This design comes from an exercise in tuning for small area, a short achievable clock period and few clock cycles per item on the open sky130 flow, not from production work. No functional check of the RTL was part of any run shown here.

==> flow/design.v (outline; a module is shown in full before it is edited, if it fits) <==
// module Milestone1_convert: 286 lines
// module yt_part: 55 lines
// module pix_sum: 337 lines
// module fir_sum: 146 lines
// module csa_fa: 4 lines
// module csa_ha: 4 lines
module Milestone1_convert (
	input  logic          Clock,
	input  logic          Resetn,
	input  logic          Enable,
	input  logic   [15:0] SRAM_read_data,
	input  logic          redo,
	output logic          SRAM_we_n,
	output logic   [17:0] SRAM_address,
	output logic   [15:0] SRAM_write_data,
	output logic          Finish
);
  // ...
==> flow/flow/run.sh <==
#!/bin/bash
# Standard ORFS layout (standard.sh) with these changes in how it is made:
#  - the port buffers are buf_4 cells instead of the buffer ORFS picks
#  - clock tree: larger sink clusters, no dummy loads
#  - timing repair aims at a setup margin below the design's clock period
# The SDC, clock period and I/O constraints are the standard flow's, unchanged.
set -euo pipefail
bash standard.sh SETUP_SLACK_MARGIN=10.0 \
  "BUFFER_PORTS_ARGS=-buffer_cell sky130_fd_sc_hd__buf_4" \
  "CTS_ARGS=-sink_clustering_enable -repair_clock_nets -sink_clustering_size 36 -sink_clustering_max_diameter 70 -dont_use_dummy_load" \
  finish > orfs_make.log 2>&1
==> flow/standard.sh <==
#!/bin/bash
# synth_recipe.tcl (not shown) runs the flow's synth.tcl, then flattens the netlist and writes it again
# the make line also repeats each setting of config.mk as NAME=value (left out here)
make -C /OpenROAD-flow-scripts/flow DESIGN_CONFIG=/design/flow/config.mk WORK_HOME=/design/flow/orfs CLKGATE_MAP_FILE= SYNTH_SCRIPT=/design/flow/synth_recipe.tcl "${@:-finish}"
==> flow/config.mk <==
export PLATFORM = sky130hd
export DESIGN_NAME = Milestone1_convert
export DESIGN_NICKNAME = Milestone1_convert
export VERILOG_FILES = /design/flow/design.v
export SDC_FILE = /design/flow/constraint.sdc
export NUM_CORES = 4
export LEC_CHECK = 0
export CAP_MARGIN = 20
export CORE_MARGIN = 2
export CORE_UTILIZATION = 60
export SLEW_MARGIN = 20
export SYNTH_HIERARCHICAL = 1
==> flow/constraint.sdc <==
create_clock -name core_clock -period 14.0 [get_ports {Clock}]
set_input_delay 2.8000 -clock core_clock [delete_from_list [all_inputs] [get_ports {Clock}]]
set_output_delay 2.8000 -clock core_clock [all_outputs]
set_load 0.01 [all_outputs]
==> results by group, run 1 <==
Placement
  – Cells after DPL: 2,726
  – GPL Wtd Cong: 0.924

Layout
  – Layout cells sized above 1: 11.0%
  – CLK BUF: 27
  – Signal buffers: 73
  – Fin nets: 2,676
  – Top flop regs: su x48, sv x48
  – Seq area share: 38.3%

Drt
  – DR WL/cell: 20.3 µm
  – Post-route ant nets: 0
  – Routed WL: 56.0 mm

CTS
  – CTS root buf: clkbuf_16
  – Clk sinks: 437
  – Clock buffer depth: 3
  – CTS tree: yes

Outcome
  – Status: no timing/DRC/antenna violations

Global route
  – Grt met1 use: 38.6%

Logic synthesis
  – Syn_area_per_cell: 11.7 µm²
  – Post-synth top area cell: dfxtp_1
  – Post-synth EDFFs: 170
  – Synthesized net count: 2,635

Die
  – I/O pins: 56

Run
  – Max Cap Viol: 0

STA
  – Setup_tns: 0 ns
  – Final Setup Violations: 0
  – Hold Fails Final Rpt: 0
  – Period utilisation layout: 28.2%
  – Slew headroom: 34.6%
==> module Milestone1_convert, before the edit <==
module Milestone1_convert (
	input  logic          Clock,
	input  logic          Resetn,
	input  logic          Enable,
	input  logic   [15:0] SRAM_read_data,
	input  logic          redo,
	output logic          SRAM_we_n,
	output logic   [17:0] SRAM_address,
	output logic   [15:0] SRAM_write_data,
	output logic          Finish
);
localparam logic [1:0] T_NONE = 2'd0, T_Y = 2'd1, T_U = 2'd2, T_V = 2'd3;
localparam logic [1:0] K_NONE = 2'd0, K_EVEN = 2'd1, K_ODD = 2'd2, K_HOLD = 2'd3;
localparam logic [2:0] I_NONE = 3'd0, I_HI = 3'd1, I_LO = 3'd2, I_REP = 3'd3, I_PORT = 3'd4;
logic        run;           
logic [3:0]  nph;           
logic [7:0]  nk;            
logic        nlead;         
logic [15:0] y_addr;        
logic [15:0] u_addr;        
logic [17:0] rgb_addr;      
logic [1:0]  tag_a, tag_b, tag_c;    
logic [1:0]  kind_a, kind_b;         
logic        c_even, c_odd, c_hold, c_firv, c_ldv, c_ldu, c_ph2;
logic [2:0]  c_ins_u, c_ins_v;
logic [7:0]  y_lo;                  
logic [7:0]  y_sel;                 
logic [15:0] hu, hv;
logic [7:0]  su [0:5];
logic [7:0]  sv [0:5];
logic [8:0]  up_reg, vp_reg;        
logic [7:0]  b0_save;
function automatic logic [11:0] succ(input logic [3:0] p, input logic [7:0] kk);
	logic [3:0] p2;
	logic [7:0] k2;
	p2 = p + 4'd1;
	k2 = kk;
	if (p == 4'd4) begin
		if (kk == 8'd159) p2 = 4'd5;
		else begin p2 = 4'd0; k2 = kk + 8'd1; end
	end else if (p == 4'd9) begin
		p2 = 4'd0; k2 = 8'd0;
	end
	succ = {p2, k2};
endfunction
function automatic logic [5:0] ins_of(input logic [3:0] p, input logic [7:0] kk);
	logic [2:0] iu, iv;
	iu = I_NONE;
	iv = I_NONE;
	case (p)
	4'd0: begin
		if (kk == 8'd0)        iv = I_PORT;
		else if (kk <= 8'd155) iv = kk[0] ? I_LO : I_HI;
		else if (kk == 8'd159) iv = I_HI;
		else                   iv = I_REP;
	end
	4'd2: begin
		if (kk == 8'd0)        iu = I_PORT;
		else if (kk <= 8'd155) iu = kk[0] ? I_LO : I_HI;
		else if (kk == 8'd159) iu = I_HI;
		else                   iu = I_REP;
		if (kk == 8'd159)      iv = I_REP;
	end
	4'd3: if (kk == 8'd159) begin iu = I_REP; iv = I_REP; end
	4'd4: if (kk == 8'd159) begin iu = I_REP; iv = I_LO; end
	4'd5: iu = I_LO;
	4'd6: iv = I_HI;
	4'd7: begin iu = I_HI; iv = I_LO; end
	4'd8: iu = I_LO;
	default: ;
	endcase
	ins_of = {iu, iv};
endfunction
logic [3:0] nph2;
logic [7:0] nk2;
assign {nph2, nk2} = succ(nph, nk);
logic nlead2;
assign nlead2 = nlead & ~(nph == 4'd9);
logic rd_y, rd_u, rd_v;
always_comb begin
	rd_y = 1'b0; rd_u = 1'b0; rd_v = 1'b0;
	case (nph)
	4'd3: begin
		if (nk <= 8'd153) begin
			if (nk[0]) rd_u = 1'b1;
			else       rd_v = (nk <= 8'd152);
		end else if (nk == 8'd155 || nk == 8'd159) rd_v = 1'b1;
		else if (nk == 8'd156) rd_u = 1'b1;
	end
	4'd4: begin
		if (nk == 8'd159) rd_u = 1'b1;
		else              rd_y = ~nlead;
	end
	4'd8: rd_v = 1'b1;
	4'd9: rd_y = 1'b1;
	4'd0: rd_u = (nk == 8'd0);
	default: ;
	endcase
end
logic wr;    
assign wr = (kind_b != K_NONE);
always_ff @(posedge Clock) begin
	SRAM_we_n <= ~(run && wr);
end
always_ff @(posedge Clock or negedge Resetn) begin
	if (!Resetn) begin
		run       <= 1'b0;
		Finish    <= 1'b0;
	end else begin
		if (run) begin
			if (nph == 4'd7 && y_addr == 16'd38400) begin
				run    <= 1'b0;
				Finish <= 1'b1;
			end
		end else if (Finish) begin
			if (redo) Finish <= 1'b0;
		end else if (Enable) begin
			run <= 1'b1;
		end
	end
end
logic [17:0] v_addr, a_sel, a_inc;
assign v_addr = {1'b0, u_addr[15:8] + 9'd75, u_addr[7:0]};    
always_comb begin
	a_sel = rgb_addr;
	if (rd_y) a_sel = {2'd0, y_addr};
	if (rd_u) a_sel = {2'd0, u_addr};
	if (rd_v) a_sel = v_addr;
end
assign a_inc = a_sel + 18'd1;
always_ff @(posedge Clock) begin
	tag_b  <= tag_a;
	tag_c  <= tag_b;
	kind_b <= kind_a;
	if (!run) begin
		nph      <= 4'd4;
		nk       <= 8'd155;
		nlead    <= 1'b1;
		y_addr   <= 16'd0;
		u_addr   <= 16'd38400;
		rgb_addr <= 18'd146944;
		SRAM_address <= 18'd57600;
		tag_a    <= (Enable && !Finish) ? T_V : T_NONE;
		kind_a   <= K_NONE;
		kind_b   <= K_NONE;
		c_even <= 1'b0; c_odd <= 1'b0; c_hold <= 1'b0; c_firv <= 1'b0;
		c_ldv  <= 1'b0; c_ldu <= 1'b0; c_ph2  <= 1'b0;
		c_ins_u <= I_NONE; c_ins_v <= I_NONE;
	end else begin
		nph   <= nph2;
		nk    <= nk2;
		nlead <= nlead2;
		c_even <= (nph == 4'd2);
		c_odd  <= (nph == 4'd3);
		c_hold <= (nph == 4'd4);
		c_firv <= (nph == 4'd4) || (nph == 4'd9);
		c_ldv  <= (nph == 4'd1);
		c_ldu  <= (nph == 4'd2);
		c_ph2  <= (nph == 4'd2);
		{c_ins_u, c_ins_v} <= ins_of(nph, nk);
		kind_a <= K_NONE;
		if (!nlead) begin
			if (c_even)      kind_a <= K_EVEN;
			else if (c_odd)  kind_a <= K_ODD;
			else if (c_hold) kind_a <= K_HOLD;
		end
		tag_a <= T_NONE;
		if (rd_y) tag_a <= T_Y;
		if (rd_u) tag_a <= T_U;
		if (rd_v) tag_a <= T_V;
		SRAM_address <= a_sel;
		if (rd_y) y_addr   <= a_inc[15:0];
		if (rd_u) u_addr   <= a_inc[15:0];
		if (wr)   rgb_addr <= a_inc;
	end
end
always_ff @(posedge Clock) begin
	if (tag_c == T_Y) y_lo <= SRAM_read_data[7:0];
	if (tag_c == T_U) hu   <= SRAM_read_data;
	if (tag_c == T_V) hv   <= SRAM_read_data;
	if (tag_c == T_Y)  y_sel <= SRAM_read_data[15:8];
	else if (c_ph2)    y_sel <= y_lo;
end
function automatic logic [7:0] ins_val(input logic [2:0] sel, input logic [15:0] h,
                                       input logic [7:0] last, input logic [7:0] port);
	case (sel)
	I_HI:    ins_val = h[15:8];
	I_LO:    ins_val = h[7:0];
	I_PORT:  ins_val = port;
	default: ins_val = last;
	endcase
endfunction
always_ff @(posedge Clock) begin
	if (c_ins_u != I_NONE) begin
		su[0] <= su[1]; su[1] <= su[2]; su[2] <= su[3];
		su[3] <= su[4]; su[4] <= su[5];
		su[5] <= ins_val(c_ins_u, hu, su[5], SRAM_read_data[15:8]);
	end
	if (c_ins_v != I_NONE) begin
		sv[0] <= sv[1]; sv[1] <= sv[2]; sv[2] <= sv[3];
		sv[3] <= sv[4]; sv[4] <= sv[5];
		sv[5] <= ins_val(c_ins_v, hv, sv[5], SRAM_read_data[15:8]);
	end
end
logic [7:0]  ta, tb, tc, td, te, tf;
assign ta = c_firv ? sv[0] : su[0];
assign tb = c_firv ? sv[1] : su[1];
assign tc = c_firv ? sv[2] : su[2];
assign td = c_firv ? sv[3] : su[3];
assign te = c_firv ? sv[4] : su[4];
assign tf = c_firv ? sv[5] : su[5];
logic [8:0]  t_af, t_be, t_cd;
assign t_af = {1'b0, ta} + {1'b0, tf};
assign t_be = {1'b0, tb} + {1'b0, te};
assign t_cd = {1'b0, tc} + {1'b0, td};
logic [8:0]  f_p1, f_np2, f_p3, f_np3;
always_ff @(posedge Clock) begin
	f_p1  <= t_af;
	f_np2 <= ~t_be;
	f_p3  <= t_cd;
	f_np3 <= ~t_cd;
end
logic [8:0] fm_h, g_h;
logic       fm_c, g_c;
fir_sum u_fir (.p1(f_p1), .np2(f_np2), .p3(f_p3), .np3(f_np3), .hi(fm_h), .c(fm_c));
always_ff @(posedge Clock) begin
	g_h <= fm_h;
	g_c <= fm_c;
end
logic [8:0] fw;
assign fw = g_h + {8'd0, g_c};
always_ff @(posedge Clock) begin
	if (c_ldv) vp_reg <= fw;
	if (c_ldu) up_reg <= fw;
end
logic [8:0]  su9, sv9;
assign su9 = c_even ? {su[2][7], ~su[2][7], su[2][6:0]} : up_reg;
assign sv9 = c_even ? {sv[1][7], ~sv[1][7], sv[1][6:0]} : vp_reg;
logic [13:0] yl_m;
logic        yc_m;
logic [10:0] yh_m;
yt_part u_yt (.y(y_sel), .lo(yl_m), .c(yc_m), .hi(yh_m));
logic [13:0] p_ytl;
logic        p_ytc;
logic [10:0] p_yth;
logic [8:0]  p_u, p_v;
logic [10:0] p_u3, p_v3;
always_ff @(posedge Clock) begin
	p_ytl <= yl_m;
	p_ytc <= yc_m;
	p_yth <= yh_m;
	p_u   <= su9;
	p_u3  <= {2'd0, su9} + {1'b0, su9, 1'b0};
	p_v   <= sv9;
	p_v3  <= {2'd0, sv9} + {1'b0, sv9, 1'b0};
end
logic [10:0] q_r, q_g, q_b, m_r, m_g, m_b;
logic        q_rc, q_gc, q_bc, m_rc, m_gc, m_bc;
pix_sum u_pix (.ytl(p_ytl), .ytc(p_ytc), .yth(p_yth),
	.pu(p_u), .pu3(p_u3), .pv(p_v), .pv3(p_v3),
	.rh(m_r), .rc(m_rc), .gh(m_g), .gc(m_gc), .bh(m_b), .bc(m_bc));
always_ff @(posedge Clock) begin
	q_r <= m_r; q_rc <= m_rc;
	q_g <= m_g; q_gc <= m_gc;
	q_b <= m_b; q_bc <= m_bc;
end
function automatic logic [7:0] clip(input logic [10:0] s);
	clip = s[10] ? 8'd0 : (|s[9:8]) ? 8'd255 : s[7:0];
endfunction
logic [10:0] s_r, s_g, s_b;
assign s_r = q_r + {10'd0, q_rc};
assign s_g = q_g + {10'd0, q_gc};
assign s_b = q_b + {10'd0, q_bc};
logic [7:0] r8, g8, b8;
assign r8 = clip(s_r);
assign g8 = clip(s_g);
assign b8 = clip(s_b);
always_ff @(posedge Clock) begin
	case (kind_b)
	K_EVEN:  SRAM_write_data <= {r8, g8};
	K_ODD:   SRAM_write_data <= {b0_save, r8};
	default: SRAM_write_data <= {g8, b8};
	endcase
	if (kind_b == K_EVEN) b0_save <= b8;
end
endmodule
==> inputs of run 2 (changes only) <==
--- a/flow/design.v
+++ b/flow/design.v
@@ -97,18 +97,19 @@
 	output logic          Finish
 );
 localparam logic [1:0] T_NONE = 2'd0, T_Y = 2'd1, T_U = 2'd2, T_V = 2'd3;
-localparam logic [1:0] K_NONE = 2'd0, K_EVEN = 2'd1, K_ODD = 2'd2, K_HOLD = 2'd3;
+localparam logic [2:0] K_NONE = 3'd0, K_B0 = 3'd1, K_RG0 = 3'd2, K_RG1 = 3'd3, K_B1 = 3'd4;
 localparam logic [2:0] I_NONE = 3'd0, I_HI = 3'd1, I_LO = 3'd2, I_REP = 3'd3, I_PORT = 3'd4;
 logic        run;           
 logic [3:0]  nph;           
 logic [7:0]  nk;            
 logic        nlead;         
 logic [15:0] y_addr;        
-logic [15:0] u_addr;        
+logic [17:0] u_addr;        
 logic [17:0] rgb_addr;      
 logic [1:0]  tag_a, tag_b, tag_c;    
-logic [1:0]  kind_a, kind_b;         
-logic        c_even, c_odd, c_hold, c_firv, c_ldv, c_ldu, c_ph2;
+logic [2:0]  kind_a, kind_b;         
+logic        c_even, c_isb, c_firv, c_ldv, c_ldu, c_ph2;
+logic [2:0]  c_kind;
 logic [2:0]  c_ins_u, c_ins_v;
 logic [7:0]  y_lo;                  
 logic [7:0]  y_sel;                 
@@ -116,7 +117,7 @@
 logic [7:0]  su [0:5];
 logic [7:0]  sv [0:5];
 logic [8:0]  up_reg, vp_reg;        
-logic [7:0]  b0_save;
+logic [7:0]  b0_save, g1_save;
 function automatic logic [11:0] succ(input logic [3:0] p, input logic [7:0] kk);
 	logic [3:0] p2;
 	logic [7:0] k2;
@@ -125,7 +126,7 @@
 	if (p == 4'd4) begin
 		if (kk == 8'd159) p2 = 4'd5;
 		else begin p2 = 4'd0; k2 = kk + 8'd1; end
-	end else if (p == 4'd9) begin
+	end else if (p == 4'd10) begin
 		p2 = 4'd0; k2 = 8'd0;
 	end
 	succ = {p2, k2};
@@ -162,30 +163,30 @@
 logic [7:0] nk2;
 assign {nph2, nk2} = succ(nph, nk);
 logic nlead2;
-assign nlead2 = nlead & ~(nph == 4'd9);
+assign nlead2 = nlead & ~(nph == 4'd10);
 logic rd_y, rd_u, rd_v;
 always_comb begin
 	rd_y = 1'b0; rd_u = 1'b0; rd_v = 1'b0;
 	case (nph)
 	4'd3: begin
+		if (nk == 8'd159) rd_v = 1'b1;
+		else              rd_y = ~nlead;
+	end
+	4'd4: begin
 		if (nk <= 8'd153) begin
 			if (nk[0]) rd_u = 1'b1;
 			else       rd_v = (nk <= 8'd152);
-		end else if (nk == 8'd155 || nk == 8'd159) rd_v = 1'b1;
-		else if (nk == 8'd156) rd_u = 1'b1;
+		end else if (nk == 8'd155) rd_v = 1'b1;
+		else if (nk == 8'd156 || nk == 8'd159) rd_u = 1'b1;
 	end
-	4'd4: begin
-		if (nk == 8'd159) rd_u = 1'b1;
-		else              rd_y = ~nlead;
-	end
-	4'd8: rd_v = 1'b1;
-	4'd9: rd_y = 1'b1;
+	4'd8: rd_y = 1'b1;
+	4'd9: rd_v = 1'b1;
 	4'd0: rd_u = (nk == 8'd0);
 	default: ;
 	endcase
 end
 logic wr;    
-assign wr = (kind_b != K_NONE);
+assign wr = (kind_b == K_RG0) || (kind_b == K_RG1) || (kind_b == K_B1);
 always_ff @(posedge Clock) begin
 	SRAM_we_n <= ~(run && wr);
 end
@@ -206,59 +207,59 @@
 		end
 	end
 end
-logic [17:0] v_addr, a_sel, a_inc;
-assign v_addr = {1'b0, u_addr[15:8] + 9'd75, u_addr[7:0]};    
-always_comb begin
-	a_sel = rgb_addr;
-	if (rd_y) a_sel = {2'd0, y_addr};
-	if (rd_u) a_sel = {2'd0, u_addr};
-	if (rd_v) a_sel = v_addr;
-end
-assign a_inc = a_sel + 18'd1;
+logic [17:0] v_addr;
+assign v_addr = {u_addr[17:8] + 10'd75, u_addr[7:0]};    
 always_ff @(posedge Clock) begin
 	tag_b  <= tag_a;
 	tag_c  <= tag_b;
 	kind_b <= kind_a;
 	if (!run) begin
-		nph      <= 4'd4;
-		nk       <= 8'd155;
+		nph      <= 4'd0;
+		nk       <= 8'd156;
 		nlead    <= 1'b1;
 		y_addr   <= 16'd0;
-		u_addr   <= 16'd38400;
+		u_addr   <= 18'd38400;
 		rgb_addr <= 18'd146944;
 		SRAM_address <= 18'd57600;
 		tag_a    <= (Enable && !Finish) ? T_V : T_NONE;
 		kind_a   <= K_NONE;
 		kind_b   <= K_NONE;
-		c_even <= 1'b0; c_odd <= 1'b0; c_hold <= 1'b0; c_firv <= 1'b0;
+		c_even <= 1'b0; c_isb <= 1'b0; c_kind <= K_NONE; c_firv <= 1'b0;
 		c_ldv  <= 1'b0; c_ldu <= 1'b0; c_ph2  <= 1'b0;
 		c_ins_u <= I_NONE; c_ins_v <= I_NONE;
 	end else begin
 		nph   <= nph2;
 		nk    <= nk2;
 		nlead <= nlead2;
-		c_even <= (nph == 4'd2);
-		c_odd  <= (nph == 4'd3);
-		c_hold <= (nph == 4'd4);
-		c_firv <= (nph == 4'd4) || (nph == 4'd9);
+		c_even <= (nph == 4'd1) || (nph == 4'd2);
+		c_isb  <= (nph == 4'd1) || (nph == 4'd4);
+		c_kind <= (nph == 4'd1) ? K_B0 : (nph == 4'd2) ? K_RG0 :
+		          (nph == 4'd3) ? K_RG1 : (nph == 4'd4) ? K_B1 : K_NONE;
+		c_firv <= (nph == 4'd4) || (nph == 4'd10);
 		c_ldv  <= (nph == 4'd1);
 		c_ldu  <= (nph == 4'd2);
 		c_ph2  <= (nph == 4'd2);
 		{c_ins_u, c_ins_v} <= ins_of(nph, nk);
-		kind_a <= K_NONE;
-		if (!nlead) begin
-			if (c_even)      kind_a <= K_EVEN;
-			else if (c_odd)  kind_a <= K_ODD;
-			else if (c_hold) kind_a <= K_HOLD;
-		end
+		kind_a <= nlead ? K_NONE : c_kind;
 		tag_a <= T_NONE;
-		if (rd_y) tag_a <= T_Y;
-		if (rd_u) tag_a <= T_U;
-		if (rd_v) tag_a <= T_V;
-		SRAM_address <= a_sel;
-		if (rd_y) y_addr   <= a_inc[15:0];
-		if (rd_u) u_addr   <= a_inc[15:0];
-		if (wr)   rgb_addr <= a_inc;
+		if (rd_y) begin
+			SRAM_address <= {2'd0, y_addr};
+			y_addr <= y_addr + 16'd1;
+			tag_a  <= T_Y;
+		end
+		if (rd_u) begin
+			SRAM_address <= u_addr;
+			u_addr <= u_addr + 18'd1;
+			tag_a  <= T_U;
+		end
+		if (rd_v) begin
+			SRAM_address <= v_addr;
+			tag_a  <= T_V;
+		end
+		if (wr) begin
+			SRAM_address <= rgb_addr;
+			rgb_addr <= rgb_addr + 18'd1;
+		end
 	end
 end
 always_ff @(posedge Clock) begin
@@ -307,15 +308,16 @@
 	f_p3  <= t_cd;
 	f_np3 <= ~t_cd;
 end
-logic [8:0] fm_h, g_h;
+logic [8:0] fm_a, fm_b, g_a, g_b;
 logic       fm_c, g_c;
-fir_sum u_fir (.p1(f_p1), .np2(f_np2), .p3(f_p3), .np3(f_np3), .hi(fm_h), .c(fm_c));
+fir_sum u_fir (.p1(f_p1), .np2(f_np2), .p3(f_p3), .np3(f_np3), .ha(fm_a), .hb(fm_b), .c(fm_c));
 always_ff @(posedge Clock) begin
-	g_h <= fm_h;
+	g_a <= fm_a;
+	g_b <= fm_b;
 	g_c <= fm_c;
 end
 logic [8:0] fw;
-assign fw = g_h + {8'd0, g_c};
+assign fw = g_a + g_b + {8'd0, g_c};
 always_ff @(posedge Clock) begin
 	if (c_ldv) vp_reg <= fw;
 	if (c_ldu) up_reg <= fw;
@@ -332,43 +334,45 @@
 logic [10:0] p_yth;
 logic [8:0]  p_u, p_v;
 logic [10:0] p_u3, p_v3;
+logic        p_isb;
 always_ff @(posedge Clock) begin
 	p_ytl <= yl_m;
 	p_ytc <= yc_m;
 	p_yth <= yh_m;
+	p_isb <= c_isb;
 	p_u   <= su9;
 	p_u3  <= {2'd0, su9} + {1'b0, su9, 1'b0};
 	p_v   <= sv9;
 	p_v3  <= {2'd0, sv9} + {1'b0, sv9, 1'b0};
 end
-logic [10:0] q_r, q_g, q_b, m_r, m_g, m_b;
-logic        q_rc, q_gc, q_bc, m_rc, m_gc, m_bc;
+logic [10:0] q_xa, q_xb, q_ga, q_gb;
+logic        q_xc, q_gc;
+logic [10:0] m_xa, m_xb, m_ga, m_gb;
+logic        m_xc, m_gc;
 pix_sum u_pix (.ytl(p_ytl), .ytc(p_ytc), .yth(p_yth),
-	.pu(p_u), .pu3(p_u3), .pv(p_v), .pv3(p_v3),
-	.rh(m_r), .rc(m_rc), .gh(m_g), .gc(m_gc), .bh(m_b), .bc(m_bc));
+	.pu(p_u), .pu3(p_u3), .pv(p_v), .pv3(p_v3), .isb(p_isb),
+	.xa(m_xa), .xb(m_xb), .xc(m_xc), .ga(m_ga), .gb(m_gb), .gc(m_gc));
 always_ff @(posedge Clock) begin
-	q_r <= m_r; q_rc <= m_rc;
-	q_g <= m_g; q_gc <= m_gc;
-	q_b <= m_b; q_bc <= m_bc;
+	q_xa <= m_xa; q_xb <= m_xb; q_xc <= m_xc;
+	q_ga <= m_ga; q_gb <= m_gb; q_gc <= m_gc;
 end
 function automatic logic [7:0] clip(input logic [10:0] s);
 	clip = s[10] ? 8'd0 : (|s[9:8]) ? 8'd255 : s[7:0];
 endfunction
-logic [10:0] s_r, s_g, s_b;
-assign s_r = q_r + {10'd0, q_rc};
-assign s_g = q_g + {10'd0, q_gc};
-assign s_b = q_b + {10'd0, q_bc};
-logic [7:0] r8, g8, b8;
-assign r8 = clip(s_r);
+logic [10:0] s_x, s_g;
+assign s_x = q_xa + q_xb + {10'd0, q_xc};
+assign s_g = q_ga + q_gb + {10'd0, q_gc};
+logic [7:0] x8, g8;
+assign x8 = clip(s_x);
 assign g8 = clip(s_g);
-assign b8 = clip(s_b);
 always_ff @(posedge Clock) begin
 	case (kind_b)
-	K_EVEN:  SRAM_write_data <= {r8, g8};
-	K_ODD:   SRAM_write_data <= {b0_save, r8};
-	default: SRAM_write_data <= {g8, b8};
+	K_RG0:   SRAM_write_data <= {x8, g8};
+	K_RG1:   SRAM_write_data <= {b0_save, x8};
+	default: SRAM_write_data <= {g1_save, x8};
 	endcase
-	if (kind_b == K_EVEN) b0_save <= b8;
+	if (kind_b == K_B0)  b0_save <= x8;
+	if (kind_b == K_RG1) g1_save <= g8;
 end
 endmodule
 module yt_part(input wire [7:0] y, output wire [13:0] lo, output wire c, output wire [10:0] hi);
@@ -427,109 +431,16 @@
 assign hi = {ny[7], ny[7], ny[7], yp_47, yp_45, yp_43, yp_41, yp_39, yp_37, yp_35, yp_33} + {1'b0, 1'b0, yp_48, yp_46, yp_44, yp_42, yp_40, yp_38, yp_36, yp_34, yp_32};
 endmodule
 module pix_sum(input wire [13:0] ytl, input wire ytc, input wire [10:0] yth,
-  input wire [8:0] pu, input wire [10:0] pu3, input wire [8:0] pv, input wire [10:0] pv3,
-  output wire [10:0] rh, output wire rc, output wire [10:0] gh, output wire gc,
-  output wire [10:0] bh, output wire bc);
+  input wire [8:0] pu, input wire [10:0] pu3, input wire [8:0] pv, input wire [10:0] pv3, input wire isb,
+  output wire [10:0] xa, output wire [10:0] xb, output wire xc,
+  output wire [10:0] ga, output wire [10:0] gb, output wire gc);
 wire [0:0] ytc_v = ytc;
 wire [8:0] npu = ~pu;
 wire [10:0] npu3 = ~pu3;
 wire [8:0] npv = ~pv;
 wire [10:0] npv3 = ~pv3;
-wire sr_1, sr_2;
-csa_ha sr_1_h (.a(ytl[5]), .b(pv3[7]), .s(sr_1), .co(sr_2));
-wire sr_3, sr_4;
-csa_ha sr_3_h (.a(ytl[6]), .b(npv3[8]), .s(sr_3), .co(sr_4));
-wire sr_5, sr_6;
-csa_fa sr_5_f (.a(ytl[7]), .b(pv3[9]), .c(pv[5]), .s(sr_5), .co(sr_6));
-wire sr_7, sr_8;
-csa_ha sr_7_h (.a(ytl[8]), .b(npv3[10]), .s(sr_7), .co(sr_8));
-wire sr_9, sr_10;
-csa_fa sr_9_f (.a(ytl[9]), .b(npv[7]), .c(pv[4]), .s(sr_9), .co(sr_10));
-wire sr_11, sr_12;
-csa_fa sr_11_f (.a(ytl[10]), .b(pv[8]), .c(pv[5]), .s(sr_11), .co(sr_12));
-wire sr_13, sr_14;
-csa_ha sr_13_h (.a(ytl[13]), .b(npv[8]), .s(sr_13), .co(sr_14));
-wire sr_15, sr_16;
-csa_fa sr_15_f (.a(yth[0]), .b(ytc_v[0]), .c(pv3[5]), .s(sr_15), .co(sr_16));
-wire sr_17, sr_18;
-csa_ha sr_17_h (.a(pv[3]), .b(pv[0]), .s(sr_17), .co(sr_18));
-wire sr_19, sr_20;
-csa_fa sr_19_f (.a(pv[4]), .b(pv[1]), .c(sr_3), .s(sr_19), .co(sr_20));
-wire sr_21, sr_22;
-csa_fa sr_21_f (.a(pv[2]), .b(pv3[8]), .c(sr_5), .s(sr_21), .co(sr_22));
-wire sr_23, sr_24;
-csa_fa sr_23_f (.a(pv[6]), .b(pv[3]), .c(sr_7), .s(sr_23), .co(sr_24));
-wire sr_25, sr_26;
-csa_fa sr_25_f (.a(pv3[0]), .b(pv3[10]), .c(sr_9), .s(sr_25), .co(sr_26));
-wire sr_27, sr_28;
-csa_fa sr_27_f (.a(pv3[1]), .b(pv[7]), .c(sr_11), .s(sr_27), .co(sr_28));
-wire sr_29, sr_30;
-csa_fa sr_29_f (.a(ytl[11]), .b(pv[6]), .c(pv3[2]), .s(sr_29), .co(sr_30));
-wire sr_31, sr_32;
-csa_ha sr_31_h (.a(ytl[12]), .b(npv[7]), .s(sr_31), .co(sr_32));
-wire sr_33, sr_34;
-csa_fa sr_33_f (.a(pv3[4]), .b(pv3[0]), .c(pv[7]), .s(sr_33), .co(sr_34));
-wire sr_35, sr_36;
-csa_fa sr_35_f (.a(pv3[1]), .b(pv[8]), .c(sr_15), .s(sr_35), .co(sr_36));
-wire sr_37, sr_38;
-csa_fa sr_37_f (.a(yth[1]), .b(pv3[6]), .c(pv3[2]), .s(sr_37), .co(sr_38));
-wire sr_39, sr_40;
-csa_ha sr_39_h (.a(yth[2]), .b(npv3[7]), .s(sr_39), .co(sr_40));
-wire sr_41, sr_42;
-csa_fa sr_41_f (.a(yth[3]), .b(pv3[8]), .c(pv3[4]), .s(sr_41), .co(sr_42));
-wire sr_43, sr_44;
-csa_ha sr_43_h (.a(yth[4]), .b(npv3[9]), .s(sr_43), .co(sr_44));
-wire sr_45, sr_46;
-csa_fa sr_45_f (.a(yth[5]), .b(pv3[10]), .c(pv3[6]), .s(sr_45), .co(sr_46));
-wire sr_47, sr_48;
-csa_ha sr_47_h (.a(ytl[2]), .b(pv3[4]), .s(sr_47), .co(sr_48));
-wire sr_49, sr_50;
-csa_fa sr_49_f (.a(ytl[3]), .b(pv3[5]), .c(pv[1]), .s(sr_49), .co(sr_50));
-wire sr_51, sr_52;
-csa_fa sr_51_f (.a(ytl[4]), .b(npv3[6]), .c(pv[2]), .s(sr_51), .co(sr_52));
-wire sr_53, sr_54;
-csa_fa sr_53_f (.a(pv3[6]), .b(sr_1), .c(sr_17), .s(sr_53), .co(sr_54));
-wire sr_55, sr_56;
-csa_fa sr_55_f (.a(sr_2), .b(sr_19), .c(sr_18), .s(sr_55), .co(sr_56));
-wire sr_57, sr_58;
-csa_fa sr_57_f (.a(sr_4), .b(sr_21), .c(sr_20), .s(sr_57), .co(sr_58));
-wire sr_59, sr_60;
-csa_fa sr_59_f (.a(sr_6), .b(sr_23), .c(sr_22), .s(sr_59), .co(sr_60));
-wire sr_61, sr_62;
-csa_fa sr_61_f (.a(sr_8), .b(sr_25), .c(sr_24), .s(sr_61), .co(sr_62));
-wire sr_63, sr_64;
-csa_fa sr_63_f (.a(sr_10), .b(sr_27), .c(sr_26), .s(sr_63), .co(sr_64));
-wire sr_65, sr_66;
-csa_fa sr_65_f (.a(sr_12), .b(sr_29), .c(sr_28), .s(sr_65), .co(sr_66));
-wire sr_67, sr_68;
-csa_fa sr_67_f (.a(pv3[3]), .b(sr_31), .c(sr_30), .s(sr_67), .co(sr_68));
-wire sr_69, sr_70;
-csa_fa sr_69_f (.a(sr_13), .b(sr_33), .c(sr_32), .s(sr_69), .co(sr_70));
-wire sr_71, sr_72;
-csa_fa sr_71_f (.a(sr_14), .b(sr_35), .c(sr_34), .s(sr_71), .co(sr_72));
-wire sr_73, sr_74;
-csa_fa sr_73_f (.a(sr_16), .b(sr_37), .c(sr_36), .s(sr_73), .co(sr_74));
-wire sr_75, sr_76;
-csa_fa sr_75_f (.a(pv3[3]), .b(sr_39), .c(sr_38), .s(sr_75), .co(sr_76));
-wire sr_77, sr_78;
-csa_fa sr_77_f (.a(pv3[7]), .b(sr_41), .c(sr_40), .s(sr_77), .co(sr_78));
-wire sr_79, sr_80;
-csa_fa sr_79_f (.a(pv3[5]), .b(sr_43), .c(sr_42), .s(sr_79), .co(sr_80));
-wire sr_81, sr_82;
-csa_fa sr_81_f (.a(pv3[9]), .b(sr_45), .c(sr_44), .s(sr_81), .co(sr_82));
-wire sr_83, sr_84;
-csa_fa sr_83_f (.a(yth[6]), .b(npv3[7]), .c(sr_46), .s(sr_83), .co(sr_84));
-wire sr_85, sr_86;
-csa_fa sr_85_f (.a(yth[7]), .b(pv3[8]), .c(pv3[7]), .s(sr_85), .co(sr_86));
-wire sr_87, sr_88;
-csa_ha sr_87_h (.a(yth[8]), .b(pv3[9]), .s(sr_87), .co(sr_88));
-wire sr_89, sr_90;
-csa_ha sr_89_h (.a(yth[9]), .b(npv3[10]), .s(sr_89), .co(sr_90));
-wire sr_91, sr_92;
-csa_ha sr_91_h (.a(yth[10]), .b(npv3[10]), .s(sr_91), .co(sr_92));
-wire [16:0] r_lo = {1'b0, {sr_69, sr_67, sr_65, sr_63, sr_61, sr_59, sr_57, sr_55, sr_53, sr_51, sr_49, pv[0], ytl[1], ytl[0], pv3[1], pv3[0]}} + {1'b0, {sr_68, sr_66, sr_64, sr_62, sr_60, sr_58, sr_56, sr_54, sr_52, sr_50, sr_48, sr_47, pv3[3], pv3[2], 1'b0, 1'b0}};
-assign rh = {sr_91, sr_89, sr_87, sr_85, sr_83, sr_81, sr_79, sr_77, sr_75, sr_73, sr_71} + {sr_90, sr_88, sr_86, sr_84, sr_82, sr_80, sr_78, sr_76, sr_74, sr_72, sr_70};
-assign rc = r_lo[16];
+wire [0:0] isb_v = isb;
+wire [0:0] nisb_v = ~isb;
 wire sg_1, sg_2;
 csa_ha sg_1_h (.a(yth[0]), .b(ytc_v[0]), .s(sg_1), .co(sg_2));
 wire sg_3, sg_4;
@@ -673,98 +584,228 @@
 wire sg_141, sg_142;
 csa_fa sg_141_f (.a(yth[9]), .b(npv3[10]), .c(sg_96), .s(sg_141), .co(sg_142));
 wire [16:0] g_lo = {1'b0, {sg_121, sg_119, sg_117, sg_115, sg_113, sg_111, sg_109, sg_107, sg_105, sg_103, sg_101, sg_99, npv[3], ytl[0], npv[1], pv[0]}} + {1'b0, {sg_120, sg_118, sg_116, sg_114, sg_112, sg_110, sg_108, sg_106, sg_104, sg_102, sg_100, sg_98, sg_97, npv[2], npv[0], 1'b0}};
-assign gh = {~yth[10], sg_141, sg_139, sg_137, sg_135, sg_133, sg_131, sg_129, sg_127, sg_125, sg_123} + {sg_142, sg_140, sg_138, sg_136, sg_134, sg_132, sg_130, sg_128, sg_126, sg_124, sg_122};
+assign ga = {~yth[10], sg_141, sg_139, sg_137, sg_135, sg_133, sg_131, sg_129, sg_127, sg_125, sg_123};
+assign gb = {sg_142, sg_140, sg_138, sg_136, sg_134, sg_132, sg_130, sg_128, sg_126, sg_124, sg_122};
 assign gc = g_lo[16];
-wire sb_1, sb_2;
-csa_ha sb_1_h (.a(ytl[5]), .b(pu3[7]), .s(sb_1), .co(sb_2));
-wire sb_3, sb_4;
-csa_ha sb_3_h (.a(ytl[6]), .b(npu3[8]), .s(sb_3), .co(sb_4));
-wire sb_5, sb_6;
-csa_fa sb_5_f (.a(ytl[7]), .b(pu3[9]), .c(pu3[6]), .s(sb_5), .co(sb_6));
-wire sb_7, sb_8;
-csa_fa sb_7_f (.a(ytl[8]), .b(npu3[10]), .c(pu3[7]), .s(sb_7), .co(sb_8));
-wire sb_9, sb_10;
-csa_fa sb_9_f (.a(ytl[9]), .b(pu3[8]), .c(pu[4]), .s(sb_9), .co(sb_10));
-wire sb_11, sb_12;
-csa_ha sb_11_h (.a(ytl[10]), .b(pu3[9]), .s(sb_11), .co(sb_12));
-wire sb_13, sb_14;
-csa_ha sb_13_h (.a(ytl[11]), .b(pu3[10]), .s(sb_13), .co(sb_14));
-wire sb_15, sb_16;
-csa_ha sb_15_h (.a(pu3[4]), .b(pu[0]), .s(sb_15), .co(sb_16));
-wire sb_17, sb_18;
-csa_fa sb_17_f (.a(pu3[5]), .b(pu[1]), .c(sb_3), .s(sb_17), .co(sb_18));
-wire sb_19, sb_20;
-csa_fa sb_19_f (.a(pu[2]), .b(pu3[8]), .c(sb_5), .s(sb_19), .co(sb_20));
-wire sb_21, sb_22;
-csa_fa sb_21_f (.a(pu[3]), .b(pu[0]), .c(sb_7), .s(sb_21), .co(sb_22));
-wire sb_23, sb_24;
-csa_fa sb_23_f (.a(pu[1]), .b(pu3[10]), .c(sb_9), .s(sb_23), .co(sb_24));
-wire sb_25, sb_26;
-csa_fa sb_25_f (.a(pu[5]), .b(pu[2]), .c(sb_11), .s(sb_25), .co(sb_26));
-wire sb_27, sb_28;
-csa_fa sb_27_f (.a(pu[6]), .b(pu[3]), .c(sb_13), .s(sb_27), .co(sb_28));
-wire sb_29, sb_30;
-csa_fa sb_29_f (.a(ytl[12]), .b(npu[7]), .c(pu[4]), .s(sb_29), .co(sb_30));
-wire sb_31, sb_32;
-csa_fa sb_31_f (.a(ytl[13]), .b(npu[8]), .c(pu[5]), .s(sb_31), .co(sb_32));
-wire sb_33, sb_34;
-csa_fa sb_33_f (.a(yth[0]), .b(ytc_v[0]), .c(pu[6]), .s(sb_33), .co(sb_34));
-wire sb_35, sb_36;
-csa_ha sb_35_h (.a(yth[1]), .b(pu[7]), .s(sb_35), .co(sb_36));
-wire sb_37, sb_38;
-csa_ha sb_37_h (.a(yth[2]), .b(pu[8]), .s(sb_37), .co(sb_38));
-wire sb_39, sb_40;
-csa_ha sb_39_h (.a(ytl[1]), .b(pu3[3]), .s(sb_39), .co(sb_40));
-wire sb_41, sb_42;
-csa_fa sb_41_f (.a(ytl[2]), .b(pu3[4]), .c(pu3[1]), .s(sb_41), .co(sb_42));
-wire sb_43, sb_44;
-csa_fa sb_43_f (.a(ytl[3]), .b(pu3[5]), .c(pu3[2]), .s(sb_43), .co(sb_44));
-wire sb_45, sb_46;
-csa_fa sb_45_f (.a(ytl[4]), .b(npu3[6]), .c(pu3[3]), .s(sb_45), .co(sb_46));
-wire sb_47, sb_48;
-csa_fa sb_47_f (.a(pu3[6]), .b(sb_1), .c(sb_15), .s(sb_47), .co(sb_48));
-wire sb_49, sb_50;
-csa_fa sb_49_f (.a(sb_2), .b(sb_17), .c(sb_16), .s(sb_49), .co(sb_50));
-wire sb_51, sb_52;
-csa_fa sb_51_f (.a(sb_4), .b(sb_19), .c(sb_18), .s(sb_51), .co(sb_52));
-wire sb_53, sb_54;
-csa_fa sb_53_f (.a(sb_6), .b(sb_21), .c(sb_20), .s(sb_53), .co(sb_54));
-wire sb_55, sb_56;
-csa_fa sb_55_f (.a(sb_8), .b(sb_23), .c(sb_22), .s(sb_55), .co(sb_56));
-wire sb_57, sb_58;
-csa_fa sb_57_f (.a(sb_10), .b(sb_25), .c(sb_24), .s(sb_57), .co(sb_58));
-wire sb_59, sb_60;
-csa_fa sb_59_f (.a(sb_12), .b(sb_27), .c(sb_26), .s(sb_59), .co(sb_60));
-wire sb_61, sb_62;
-csa_fa sb_61_f (.a(sb_14), .b(sb_29), .c(sb_28), .s(sb_61), .co(sb_62));
-wire sb_63, sb_64;
-csa_fa sb_63_f (.a(pu[7]), .b(sb_31), .c(sb_30), .s(sb_63), .co(sb_64));
-wire sb_65, sb_66;
-csa_fa sb_65_f (.a(pu[8]), .b(sb_33), .c(sb_32), .s(sb_65), .co(sb_66));
-wire sb_67, sb_68;
-csa_fa sb_67_f (.a(pu[0]), .b(sb_35), .c(sb_34), .s(sb_67), .co(sb_68));
-wire sb_69, sb_70;
-csa_fa sb_69_f (.a(pu[1]), .b(sb_37), .c(sb_36), .s(sb_69), .co(sb_70));
-wire sb_71, sb_72;
-csa_fa sb_71_f (.a(yth[3]), .b(npu[2]), .c(sb_38), .s(sb_71), .co(sb_72));
-wire sb_73, sb_74;
-csa_fa sb_73_f (.a(yth[4]), .b(pu[3]), .c(pu[2]), .s(sb_73), .co(sb_74));
-wire sb_75, sb_76;
-csa_ha sb_75_h (.a(yth[5]), .b(npu[4]), .s(sb_75), .co(sb_76));
-wire sb_77, sb_78;
-csa_fa sb_77_f (.a(yth[6]), .b(npu[5]), .c(pu[4]), .s(sb_77), .co(sb_78));
-wire sb_79, sb_80;
-csa_fa sb_79_f (.a(yth[7]), .b(npu[6]), .c(pu[5]), .s(sb_79), .co(sb_80));
-wire sb_81, sb_82;
-csa_fa sb_81_f (.a(yth[8]), .b(npu[7]), .c(pu[6]), .s(sb_81), .co(sb_82));
-wire sb_83, sb_84;
-csa_fa sb_83_f (.a(yth[9]), .b(pu[8]), .c(pu[7]), .s(sb_83), .co(sb_84));
-wire [16:0] b_lo = {1'b0, {sb_63, sb_61, sb_59, sb_57, sb_55, sb_53, sb_51, sb_49, sb_47, sb_45, sb_43, sb_41, pu3[0], ytl[0], pu3[1], pu3[0]}} + {1'b0, {sb_62, sb_60, sb_58, sb_56, sb_54, sb_52, sb_50, sb_48, sb_46, sb_44, sb_42, sb_40, sb_39, pu3[2], 1'b0, 1'b0}};
-assign bh = {~yth[10], sb_83, sb_81, sb_79, sb_77, sb_75, sb_73, sb_71, sb_69, sb_67, sb_65} + {sb_84, sb_82, sb_80, sb_78, sb_76, sb_74, sb_72, sb_70, sb_68, sb_66, sb_64};
-assign bc = b_lo[16];
+wire [0:0] xl_1 = isb ? pu3[0] : pv3[0];
+wire [0:0] nxl_1 = ~xl_1;
+wire [0:0] xl_2 = isb ? pu3[1] : pv3[1];
+wire [0:0] nxl_2 = ~xl_2;
+wire [0:0] xl_3 = isb ? pu3[2] : pv3[2];
+wire [0:0] nxl_3 = ~xl_3;
+wire [0:0] xl_4 = isb ? pu3[3] : pv3[3];
+wire [0:0] nxl_4 = ~xl_4;
+wire [0:0] xl_5 = isb ? pu3[4] : pv3[4];
+wire [0:0] nxl_5 = ~xl_5;
+wire [0:0] xl_6 = isb ? pu3[5] : pv3[5];
+wire [0:0] nxl_6 = ~xl_6;
+wire [0:0] xl_7 = isb ? pu3[6] : pv3[6];
+wire [0:0] nxl_7 = ~xl_7;
+wire [0:0] xl_8 = isb ? pu3[7] : pv3[7];
+wire [0:0] nxl_8 = ~xl_8;
+wire [0:0] xl_9 = isb ? pu3[8] : pv3[8];
+wire [0:0] nxl_9 = ~xl_9;
+wire [0:0] xl_10 = isb ? pu3[9] : pv3[9];
+wire [0:0] nxl_10 = ~xl_10;
+wire [0:0] xl_11 = isb ? pu3[10] : pv3[10];
+wire [0:0] nxl_11 = ~xl_11;
+wire [0:0] xl_12 = isb & pu3[0];
+wire [0:0] nxl_12 = ~xl_12;
+wire [0:0] xl_13 = isb ? pu3[1] : pv[0];
+wire [0:0] nxl_13 = ~xl_13;
+wire [0:0] xl_14 = isb ? pu3[2] : pv[1];
+wire [0:0] nxl_14 = ~xl_14;
+wire [0:0] xl_15 = isb ? pu3[3] : pv[2];
+wire [0:0] nxl_15 = ~xl_15;
+wire [0:0] xl_16 = isb ? pu3[4] : pv[3];
+wire [0:0] nxl_16 = ~xl_16;
+wire [0:0] xl_17 = isb ? pu3[5] : pv[4];
+wire [0:0] nxl_17 = ~xl_17;
+wire [0:0] xl_18 = isb ? pu3[6] : pv[5];
+wire [0:0] nxl_18 = ~xl_18;
+wire [0:0] xl_19 = isb ? pu3[7] : pv[6];
+wire [0:0] nxl_19 = ~xl_19;
+wire [0:0] xl_20 = isb ? pu3[8] : pv[7];
+wire [0:0] nxl_20 = ~xl_20;
+wire [0:0] xl_21 = isb ? pu3[9] : pv[8];
+wire [0:0] nxl_21 = ~xl_21;
+wire [0:0] xl_22 = isb & pu3[10];
+wire [0:0] nxl_22 = ~xl_22;
+wire [0:0] xl_23 = isb ? pu[0] : pv[0];
+wire [0:0] nxl_23 = ~xl_23;
+wire [0:0] xl_24 = isb ? pu[1] : pv[1];
+wire [0:0] nxl_24 = ~xl_24;
+wire [0:0] xl_25 = isb ? pu[2] : pv[2];
+wire [0:0] nxl_25 = ~xl_25;
+wire [0:0] xl_26 = isb ? pu[3] : pv[3];
+wire [0:0] nxl_26 = ~xl_26;
+wire [0:0] xl_27 = isb ? pu[4] : pv[4];
+wire [0:0] nxl_27 = ~xl_27;
+wire [0:0] xl_28 = isb ? pu[5] : pv[5];
+wire [0:0] nxl_28 = ~xl_28;
+wire [0:0] xl_29 = isb ? pu[6] : pv[6];
+wire [0:0] nxl_29 = ~xl_29;
+wire [0:0] xl_30 = isb ? pu[7] : pv[7];
+wire [0:0] nxl_30 = ~xl_30;
+wire [0:0] xl_31 = isb ? pu[8] : pv[8];
+wire [0:0] nxl_31 = ~xl_31;
+wire [0:0] xl_32 = isb & pu[0];
+wire [0:0] nxl_32 = ~xl_32;
+wire [0:0] xl_33 = isb ? pu[1] : pv3[0];
+wire [0:0] nxl_33 = ~xl_33;
+wire [0:0] xl_34 = isb ? pu[2] : pv3[1];
+wire [0:0] nxl_34 = ~xl_34;
+wire [0:0] xl_35 = isb ? pu[3] : pv3[2];
+wire [0:0] nxl_35 = ~xl_35;
+wire [0:0] xl_36 = isb ? pu[4] : pv3[3];
+wire [0:0] nxl_36 = ~xl_36;
+wire [0:0] xl_37 = isb ? pu[5] : pv3[4];
+wire [0:0] nxl_37 = ~xl_37;
+wire [0:0] xl_38 = isb ? pu[6] : pv3[5];
+wire [0:0] nxl_38 = ~xl_38;
+wire [0:0] xl_39 = isb ? pu[7] : pv3[6];
+wire [0:0] nxl_39 = ~xl_39;
+wire [0:0] xl_40 = isb ? pu[8] : pv3[7];
+wire [0:0] nxl_40 = ~xl_40;
+wire [0:0] xl_41 = ~isb & pv3[8];
+wire [0:0] nxl_41 = ~xl_41;
+wire [0:0] xl_42 = ~isb & pv3[9];
+wire [0:0] nxl_42 = ~xl_42;
+wire [0:0] xl_43 = ~isb & pv3[10];
+wire [0:0] nxl_43 = ~xl_43;
+wire [0:0] xl_44 = ~isb & pv3[0];
+wire [0:0] nxl_44 = ~xl_44;
+wire [0:0] xl_45 = ~isb & pv3[1];
+wire [0:0] nxl_45 = ~xl_45;
+wire [0:0] xl_46 = isb ? pu[0] : pv3[2];
+wire [0:0] nxl_46 = ~xl_46;
+wire [0:0] xl_47 = isb ? pu[1] : pv3[3];
+wire [0:0] nxl_47 = ~xl_47;
+wire [0:0] xl_48 = isb ? pu[2] : pv3[4];
+wire [0:0] nxl_48 = ~xl_48;
+wire [0:0] xl_49 = isb ? pu[3] : pv3[5];
+wire [0:0] nxl_49 = ~xl_49;
+wire [0:0] xl_50 = isb ? pu[4] : pv3[6];
+wire [0:0] nxl_50 = ~xl_50;
+wire [0:0] xl_51 = isb ? pu[5] : pv3[7];
+wire [0:0] nxl_51 = ~xl_51;
+wire [0:0] xl_52 = isb ? pu[6] : pv3[8];
+wire [0:0] nxl_52 = ~xl_52;
+wire [0:0] xl_53 = isb ? pu[7] : pv3[9];
+wire [0:0] nxl_53 = ~xl_53;
+wire [0:0] xl_54 = isb ? pu[8] : pv3[10];
+wire [0:0] nxl_54 = ~xl_54;
+wire sx_1, sx_2;
+csa_ha sx_1_h (.a(ytl[5]), .b(xl_8[0]), .s(sx_1), .co(sx_2));
+wire sx_3, sx_4;
+csa_ha sx_3_h (.a(ytl[6]), .b(nxl_9[0]), .s(sx_3), .co(sx_4));
+wire sx_5, sx_6;
+csa_fa sx_5_f (.a(ytl[7]), .b(xl_10[0]), .c(xl_18[0]), .s(sx_5), .co(sx_6));
+wire sx_7, sx_8;
+csa_fa sx_7_f (.a(ytl[8]), .b(nxl_11[0]), .c(xl_19[0]), .s(sx_7), .co(sx_8));
+wire sx_9, sx_10;
+csa_fa sx_9_f (.a(ytl[9]), .b(xl_20[0]), .c(xl_27[0]), .s(sx_9), .co(sx_10));
+wire sx_11, sx_12;
+csa_ha sx_11_h (.a(xl_33[0]), .b(nisb_v[0]), .s(sx_11), .co(sx_12));
+wire sx_13, sx_14;
+csa_fa sx_13_f (.a(ytl[10]), .b(xl_21[0]), .c(xl_28[0]), .s(sx_13), .co(sx_14));
+wire sx_15, sx_16;
+csa_ha sx_15_h (.a(ytl[11]), .b(xl_22[0]), .s(sx_15), .co(sx_16));
+wire sx_17, sx_18;
+csa_ha sx_17_h (.a(ytl[13]), .b(nxl_31[0]), .s(sx_17), .co(sx_18));
+wire sx_19, sx_20;
+csa_fa sx_19_f (.a(yth[0]), .b(ytc_v[0]), .c(xl_38[0]), .s(sx_19), .co(sx_20));
+wire sx_21, sx_22;
+csa_ha sx_21_h (.a(xl_16[0]), .b(xl_23[0]), .s(sx_21), .co(sx_22));
+wire sx_23, sx_24;
+csa_fa sx_23_f (.a(xl_17[0]), .b(xl_24[0]), .c(sx_3), .s(sx_23), .co(sx_24));
+wire sx_25, sx_26;
+csa_fa sx_25_f (.a(xl_25[0]), .b(xl_9[0]), .c(sx_5), .s(sx_25), .co(sx_26));
+wire sx_27, sx_28;
+csa_fa sx_27_f (.a(xl_26[0]), .b(xl_32[0]), .c(sx_7), .s(sx_27), .co(sx_28));
+wire sx_29, sx_30;
+csa_fa sx_29_f (.a(xl_11[0]), .b(sx_9), .c(sx_11), .s(sx_29), .co(sx_30));
+wire sx_31, sx_32;
+csa_fa sx_31_f (.a(xl_34[0]), .b(sx_13), .c(sx_10), .s(sx_31), .co(sx_32));
+wire sx_33, sx_34;
+csa_fa sx_33_f (.a(xl_29[0]), .b(xl_35[0]), .c(sx_15), .s(sx_33), .co(sx_34));
+wire sx_35, sx_36;
+csa_fa sx_35_f (.a(ytl[12]), .b(nxl_30[0]), .c(xl_36[0]), .s(sx_35), .co(sx_36));
+wire sx_37, sx_38;
+csa_fa sx_37_f (.a(xl_37[0]), .b(xl_44[0]), .c(xl_30[0]), .s(sx_37), .co(sx_38));
+wire sx_39, sx_40;
+csa_fa sx_39_f (.a(xl_45[0]), .b(xl_31[0]), .c(sx_19), .s(sx_39), .co(sx_40));
+wire sx_41, sx_42;
+csa_fa sx_41_f (.a(yth[1]), .b(xl_39[0]), .c(xl_46[0]), .s(sx_41), .co(sx_42));
+wire sx_43, sx_44;
+csa_fa sx_43_f (.a(yth[2]), .b(xl_40[0]), .c(xl_47[0]), .s(sx_43), .co(sx_44));
+wire sx_45, sx_46;
+csa_fa sx_45_f (.a(yth[3]), .b(xl_41[0]), .c(xl_48[0]), .s(sx_45), .co(sx_46));
+wire sx_47, sx_48;
+csa_fa sx_47_f (.a(yth[4]), .b(xl_42[0]), .c(xl_49[0]), .s(sx_47), .co(sx_48));
+wire sx_49, sx_50;
+csa_fa sx_49_f (.a(yth[5]), .b(xl_43[0]), .c(xl_50[0]), .s(sx_49), .co(sx_50));
+wire sx_51, sx_52;
+csa_ha sx_51_h (.a(yth[7]), .b(xl_52[0]), .s(sx_51), .co(sx_52));
+wire sx_53, sx_54;
+csa_ha sx_53_h (.a(yth[8]), .b(xl_53[0]), .s(sx_53), .co(sx_54));
+wire sx_55, sx_56;
+csa_ha sx_55_h (.a(yth[9]), .b(xl_54[0]), .s(sx_55), .co(sx_56));
+wire sx_57, sx_58;
+csa_ha sx_57_h (.a(ytl[1]), .b(xl_4[0]), .s(sx_57), .co(sx_58));
+wire sx_59, sx_60;
+csa_fa sx_59_f (.a(ytl[2]), .b(xl_5[0]), .c(xl_13[0]), .s(sx_59), .co(sx_60));
+wire sx_61, sx_62;
+csa_fa sx_61_f (.a(ytl[3]), .b(xl_6[0]), .c(xl_14[0]), .s(sx_61), .co(sx_62));
+wire sx_63, sx_64;
+csa_fa sx_63_f (.a(ytl[4]), .b(nxl_7[0]), .c(xl_15[0]), .s(sx_63), .co(sx_64));
+wire sx_65, sx_66;
+csa_fa sx_65_f (.a(xl_7[0]), .b(sx_1), .c(sx_21), .s(sx_65), .co(sx_66));
+wire sx_67, sx_68;
+csa_fa sx_67_f (.a(sx_2), .b(sx_23), .c(sx_22), .s(sx_67), .co(sx_68));
+wire sx_69, sx_70;
+csa_fa sx_69_f (.a(sx_4), .b(sx_25), .c(sx_24), .s(sx_69), .co(sx_70));
+wire sx_71, sx_72;
+csa_fa sx_71_f (.a(sx_6), .b(sx_27), .c(sx_26), .s(sx_71), .co(sx_72));
+wire sx_73, sx_74;
+csa_fa sx_73_f (.a(sx_8), .b(sx_29), .c(sx_28), .s(sx_73), .co(sx_74));
+wire sx_75, sx_76;
+csa_fa sx_75_f (.a(sx_12), .b(sx_31), .c(sx_30), .s(sx_75), .co(sx_76));
+wire sx_77, sx_78;
+csa_fa sx_77_f (.a(sx_14), .b(sx_33), .c(sx_32), .s(sx_77), .co(sx_78));
+wire sx_79, sx_80;
+csa_fa sx_79_f (.a(sx_16), .b(sx_35), .c(sx_34), .s(sx_79), .co(sx_80));
+wire sx_81, sx_82;
+csa_fa sx_81_f (.a(sx_17), .b(sx_37), .c(sx_36), .s(sx_81), .co(sx_82));
+wire sx_83, sx_84;
+csa_fa sx_83_f (.a(sx_18), .b(sx_39), .c(sx_38), .s(sx_83), .co(sx_84));
+wire sx_85, sx_86;
+csa_fa sx_85_f (.a(sx_20), .b(sx_41), .c(sx_40), .s(sx_85), .co(sx_86));
+wire sx_87, sx_88;
+csa_fa sx_87_f (.a(nisb_v[0]), .b(sx_43), .c(sx_42), .s(sx_87), .co(sx_88));
+wire sx_89, sx_90;
+csa_fa sx_89_f (.a(isb_v[0]), .b(sx_45), .c(sx_44), .s(sx_89), .co(sx_90));
+wire sx_91, sx_92;
+csa_fa sx_91_f (.a(nisb_v[0]), .b(sx_47), .c(sx_46), .s(sx_91), .co(sx_92));
+wire sx_93, sx_94;
+csa_fa sx_93_f (.a(isb_v[0]), .b(sx_49), .c(sx_48), .s(sx_93), .co(sx_94));
+wire sx_95, sx_96;
+csa_fa sx_95_f (.a(yth[6]), .b(nxl_51[0]), .c(sx_50), .s(sx_95), .co(sx_96));
+wire sx_97, sx_98;
+csa_fa sx_97_f (.a(isb_v[0]), .b(xl_51[0]), .c(sx_51), .s(sx_97), .co(sx_98));
+wire sx_99, sx_100;
+csa_fa sx_99_f (.a(isb_v[0]), .b(sx_53), .c(sx_52), .s(sx_99), .co(sx_100));
+wire sx_101, sx_102;
+csa_fa sx_101_f (.a(nisb_v[0]), .b(sx_55), .c(sx_54), .s(sx_101), .co(sx_102));
+wire sx_103, sx_104;
+csa_ha sx_103_h (.a(yth[10]), .b(sx_56), .s(sx_103), .co(sx_104));
+wire [16:0] x_lo = {1'b0, {sx_81, sx_79, sx_77, sx_75, sx_73, sx_71, sx_69, sx_67, sx_65, sx_63, sx_61, sx_59, xl_12[0], ytl[0], xl_2[0], xl_1[0]}} + {1'b0, {sx_80, sx_78, sx_76, sx_74, sx_72, sx_70, sx_68, sx_66, sx_64, sx_62, sx_60, sx_58, sx_57, xl_3[0], 1'b0, 1'b0}};
+assign xa = {~sx_103, sx_101, sx_99, sx_97, sx_95, sx_93, sx_91, sx_89, sx_87, sx_85, sx_83};
+assign xb = {sx_102, sx_100, sx_98, sx_96, sx_94, sx_92, sx_90, sx_88, sx_86, sx_84, sx_82};
+assign xc = x_lo[16];
 endmodule
 module fir_sum(input wire [8:0] p1, input wire [8:0] np2, input wire [8:0] p3, input wire [8:0] np3,
-  output wire [8:0] hi, output wire c);
+  output wire [8:0] ha, output wire [8:0] hb, output wire c);
 wire fi_1, fi_2;
 csa_ha fi_1_h (.a(p1[8]), .b(p1[6]), .s(fi_1), .co(fi_2));
 wire fi_3, fi_4;
@@ -906,7 +947,8 @@
 wire fi_139, fi_140;
 csa_ha fi_139_h (.a(p3[8]), .b(fi_110), .s(fi_139), .co(fi_140));
 wire [8:0] fi_lo = {1'b0, {fi_123, fi_121, fi_119, fi_117, fi_115, fi_113, np3[0], p1[0]}} + {1'b0, {fi_122, fi_120, fi_118, fi_116, fi_114, fi_112, fi_111, p3[0]}};
-assign hi = {fi_140, fi_139, fi_137, fi_135, fi_133, fi_131, fi_129, fi_127, fi_125} + {1'b0, fi_138, fi_136, fi_134, fi_132, fi_130, fi_128, fi_126, fi_124};
+assign ha = {fi_140, fi_139, fi_137, fi_135, fi_133, fi_131, fi_129, fi_127, fi_125};
+assign hb = {1'b0, fi_138, fi_136, fi_134, fi_132, fi_130, fi_128, fi_126, fi_124};
 assign c = fi_lo[8];
 endmodule
 module csa_fa(input wire a, input wire b, input wire c, output wire s, output wire co);
--- a/flow/config.mk
+++ b/flow/config.mk
@@ -7,6 +7,6 @@
 export LEC_CHECK = 0
 export CAP_MARGIN = 20
 export CORE_MARGIN = 2
-export CORE_UTILIZATION = 60
+export CORE_UTILIZATION = 40
 export SLEW_MARGIN = 20
 export SYNTH_HIERARCHICAL = 1
==> run 2 against run 1 <==
Compared with the run above: worst setup slack improved by 0.028 ns; maximum frequency increased by 0.71%; cell count increased by 7.9%; critical path depth unchanged; synthesized cell count decreased by 1.3%; via count decreased by 5.6%; count of clock-buffer cells in the layout increased by 8.
==> results by group, run 2 <==
Outcome
  – Status: no timing/DRC/antenna violations (unchanged)

Drt
  – 1st-pass router iterations: 5 (unchanged)
  – Post-route ant nets: 0 (unchanged)
  – DR WL/cell: 18.8 µm (was 20.3 µm)
  – Routed WL: 55.9 mm (was 56.0 mm)
  – DRC viols: 0 (unchanged)
  – Avg Vias per Cell: 5.15 (was 5.89)
  – Number of DRC markers in iteration 0: 1,032 (was 989)
  – DR vias: 15,300 (was 16,300)

Run
  – Max Cap Viol: 0 (unchanged)

STA
  – Hold Fails Final Rpt: 0 (unchanged)
  – Slew at the pin closest to its max-slew limit: 0.995 ns (was 0.981 ns)
  – Period utilisation layout: 28.0% (was 28.2%)
  – Min cycle time layout: 3.93 ns (was 3.95 ns)
  – Final Skew: 0.139 ns (was 0.0910 ns)
  – Max-slew violation count: 0 (unchanged)
  – RSZ-0062 raised after global routing: no (was yes)
  – Final Setup Violations: 0 (unchanged)
  – Slew headroom: 33.7% (was 34.6%)
  – Setup_tns: 0 ns (unchanged)
  – Max Fclk: 0.255 GHz (was 0.253 GHz)

Global route
  – First-pass GRT wire length: 87.9 mm (was 90.3 mm)
  – Total gr overflow: 0 (unchanged)
  – Vias in the first global route: 15,700 (was 16,800)
  – Total GRT Usage: 17.6% (was 26.1%)
  – Largest net degree at the start of global routing: 62 (was 53)
  – Initial antenna violation count: 1 (was 0)

Logic synthesis
  – Synthesized net count: 2,539 (was 2,635)
  – Synth Cell Area: 25,100 µm² (was 25,600 µm²)
  – Syn_area_per_cell: 11.6 µm² (was 11.7 µm²)
  – Post-synth ARST share: 0.424% (was 0.458%)
  – Post-synthesis cell count: 2,154 (was 2,183)
  – Most common cell in the netlist: dfxtp_1 (unchanged)
  – Post-synth top area share: 23.3% (was 20.7%)
  – Dominant synthesized flop cell: dfxtp_1 (unchanged)
  – Post-synth EDFFs: 178 (was 170)
  – Commonest cells post-synth: dfxtp_1, ha_1, fa_1 (unchanged)
  – Sequential area share after synthesis: 44.8% (was 40.9%)
  – Synth warn: 9 (unchanged)
  – Synthesis-stage register bit count: 472 (was 437)
  – Post-synth top area cell: dfxtp_1 (unchanged)
  – Post-synthesis cell type count: 84 (was 94)
  – Synth area leaders: dfxtp_1, edfxtp_1, fa_1 (unchanged)

Layout
  – Most common library cell in the layout ignoring fill and taps: dfxtp_1 (unchanged)
  – Top flop regs: su x48, sv x48 (unchanged)
  – Final instance area: 26,900 µm² (was 27,400 µm²)
  – Commonest non-fill, non-tap cells in the layout: dfxtp_1, ha_1, fa_1, edfxtp_1, nand2_1 (was dfxtp_1, ha_1, fa_1, edfxtp_1, inv_1)
  – P&R area growth vs syn: 7.04% (was 7.08%)
  – Layout cells sized above 1: 9.16% (was 11.0%)
  – Fin nets: 2,527 (was 2,676)

CTS
  – CTS root buf: clkbuf_16 (unchanged)
  – Clk sinks: 472 (was 437)
  – Clock buffer depth: 3 (unchanged)
  – CTS tree: yes (unchanged)
  – H-tree depth: 2 (was 1)
  – Clk slew on worst S/H paths: 0.11 ns (about the same)
  – Hold buffer count at CTS: 0 (unchanged)
  – Clk Latency, worst-skew pair: 0.61 ns (about the same)
  – Total CTS buffers: 35 (was 27)

Setup path
  – Critical Path Slowest Stage Cell: dfxtp_1 (was dfrtp_1)
  – CP endpoint: SRAM_address[6] (was Finish)
  – CP delay by family, top: flip-flops (unchanged)
  – Crit path kind: reg2out (unchanged)
  – Critical path, cell by cell: buf_4 (unchanged)
  – FF-to-FF Start: p_isb (was f_p1[6])
  – CP Capture Type: output port (unchanged)
  – Worst path depth: 1 (unchanged)
  – Critical Path AT: 1.13 ns (was 1.15 ns)
  – WP buf/inv: 1 (unchanged)
  – Reg-to-Reg End: q_xc (was g_h[8])
  – Reg2Reg Setup Slack: 10.31 ns (was 10.07 ns)
  – CP max FO: 2 (unchanged)
  – R2R cell count: 13 (was 11)
  – Worst setup path start: SRAM_address[6] (was Finish)
  – Nature of the critical path startpoint: flop (unchanged)
  – CP required: 11.20 ns (about the same)
  – Slowest stage delay, CP: 0.38 ns (was 0.45 ns)

Die
  – Total die area: 64,700 µm² (was 44,300 µm²)
  – I/O pins: 56 (unchanged)
  – Core Region: 61,800 µm² (was 42,000 µm²)
  – Initial Util: 40.6% (was 60.8%)
  – Row count: 91 (was 75)
  – Chip height: 254 µm (was 210 µm)
  – Chip Width: 254 µm (was 210 µm)

Placement
  – IO buf count: 55 (unchanged)
  – Placed Instance Area: 25,900 µm² (was 26,500 µm²)
  – Post-detail-place hpwl: 44.2 mm (was 43.7 mm)
  – GPL Wtd Cong: 0.914 (was 0.924)

Min path
  – Worst hold path type: reg2reg (unchanged)
run 2: cells by family after synthesis:
kind of cell	synth area share, %
AND/OR/NAND/NOR	9.85
flip-flops	44.8
adder cells (fa/ha/maj)	23.7
AO/OA/AOI/OAI	9.15
buffers and inverters	4.76
XOR/XNOR	4.15
multiplexers	3.61
other	0.0149
run 2: modules after synthesis (local to each module, per instance):
module,cell area [µm²],copies in the design,flops+latches
csa_fa,20.0,170,0
yt_part,811,1,0
fir_sum,280,1,0
csa_ha,12.5,47,0
Milestone1_convert,18600,1,472
pix_sum,1430,1,0
run 2: final cells by class:
cell class | instances | area [µm²]
fillers | 5690 | 35000
multi-input cells | 1429 | 12700
flip-flops and latches | 472 | 11200
well taps | 837 | 1050
clock buffers | 35 | 876
repair buffers | 68 | 510
inverters | 135 | 510
repair inverters | 1 | 5.00
diodes | 1 | 2.50
run 2: through the flow:
step | worst slack, ns | cells | hold slack, ns | util [%]
CTS | 10.03 | 2974 | 0.326 | 43.4
floorplan | 10.57 | 2154 | 0.310 | -
global route | 10.03 | 2977 | 0.332 | 43.4
global placement | 9.80 | 2938 | 0.314 | 42.0
detailed placement | 9.86 | 2938 | 0.312 | 42.0
finish | 10.07 | 2978 | 0.330 | 43.4
run 2: how the worst min path moves through the flow:
stage | endpoint | startpoint | cells after the start
2_1_floorplan | p_isb | c_isb | 0
3_3_place_gp | tag_c[0] | tag_b[0] | 0
3_5_place_dp | tag_c[1] | tag_b[1] | 0
4_1_cts | tag_b[1] | tag_a[1] | 0
5_1_grt | tag_b[1] | tag_a[1] | 0
6_report | tag_c[1] | tag_b[1] | 0
run 2: metal layers:
| layer | vias to the layer above | global-route usage, % | routed length, µm |
|---|---|---|---|
| met1 | 7601 | 24.0 | 25600 |
| met5 | - | 0 | 0 |
| li1 | 7382 | - | - |
| met3 | 74 | 2.15 | 2090 |
| met2 | 289 | 29.5 | 26700 |
| met4 | 0 | 5.48 | 1540 |
run 2: timing repair:
action                                 CTS  global route
pin swaps                                0             0
setup endpoints to repair                1             1
setup buffers                            0             3
endpoints found under the hold margin    0             0
resized for setup                        1             1
cloned                                   1             0

-- static timing again, ports no longer ideal --
In the flow no input, the clock included, has a driving cell. The finished layouts below were timed again as built, in two steps. Step 1 assumes that a clkbuf_16 drives the clock port and a buf_2 every other input. Step 2 times the ports against the registers' clock, not the clock port: input delays grow and output delays shrink by t, the midpoint of the rising clock arrivals with the driver on. a / b / c = no drivers / after step 1 / after step 2; a / b = the first two.
| run | shift t [ns] | setup slack, ns | hold WS [ns] | worst data-port slew with drivers (ns) |
|---|---|---|---|---|
| run 1 | 0.621 | 10.047 / 9.991 / 10.073 | 0.345 / 0.345 / 0.345 | 0.04 |
| run 2 | 0.595 | 10.074 / 10.022 / 10.306 | 0.330 / 0.330 / 0.330 | 0.08 |
After both steps setup and hold are still met in every run listed.
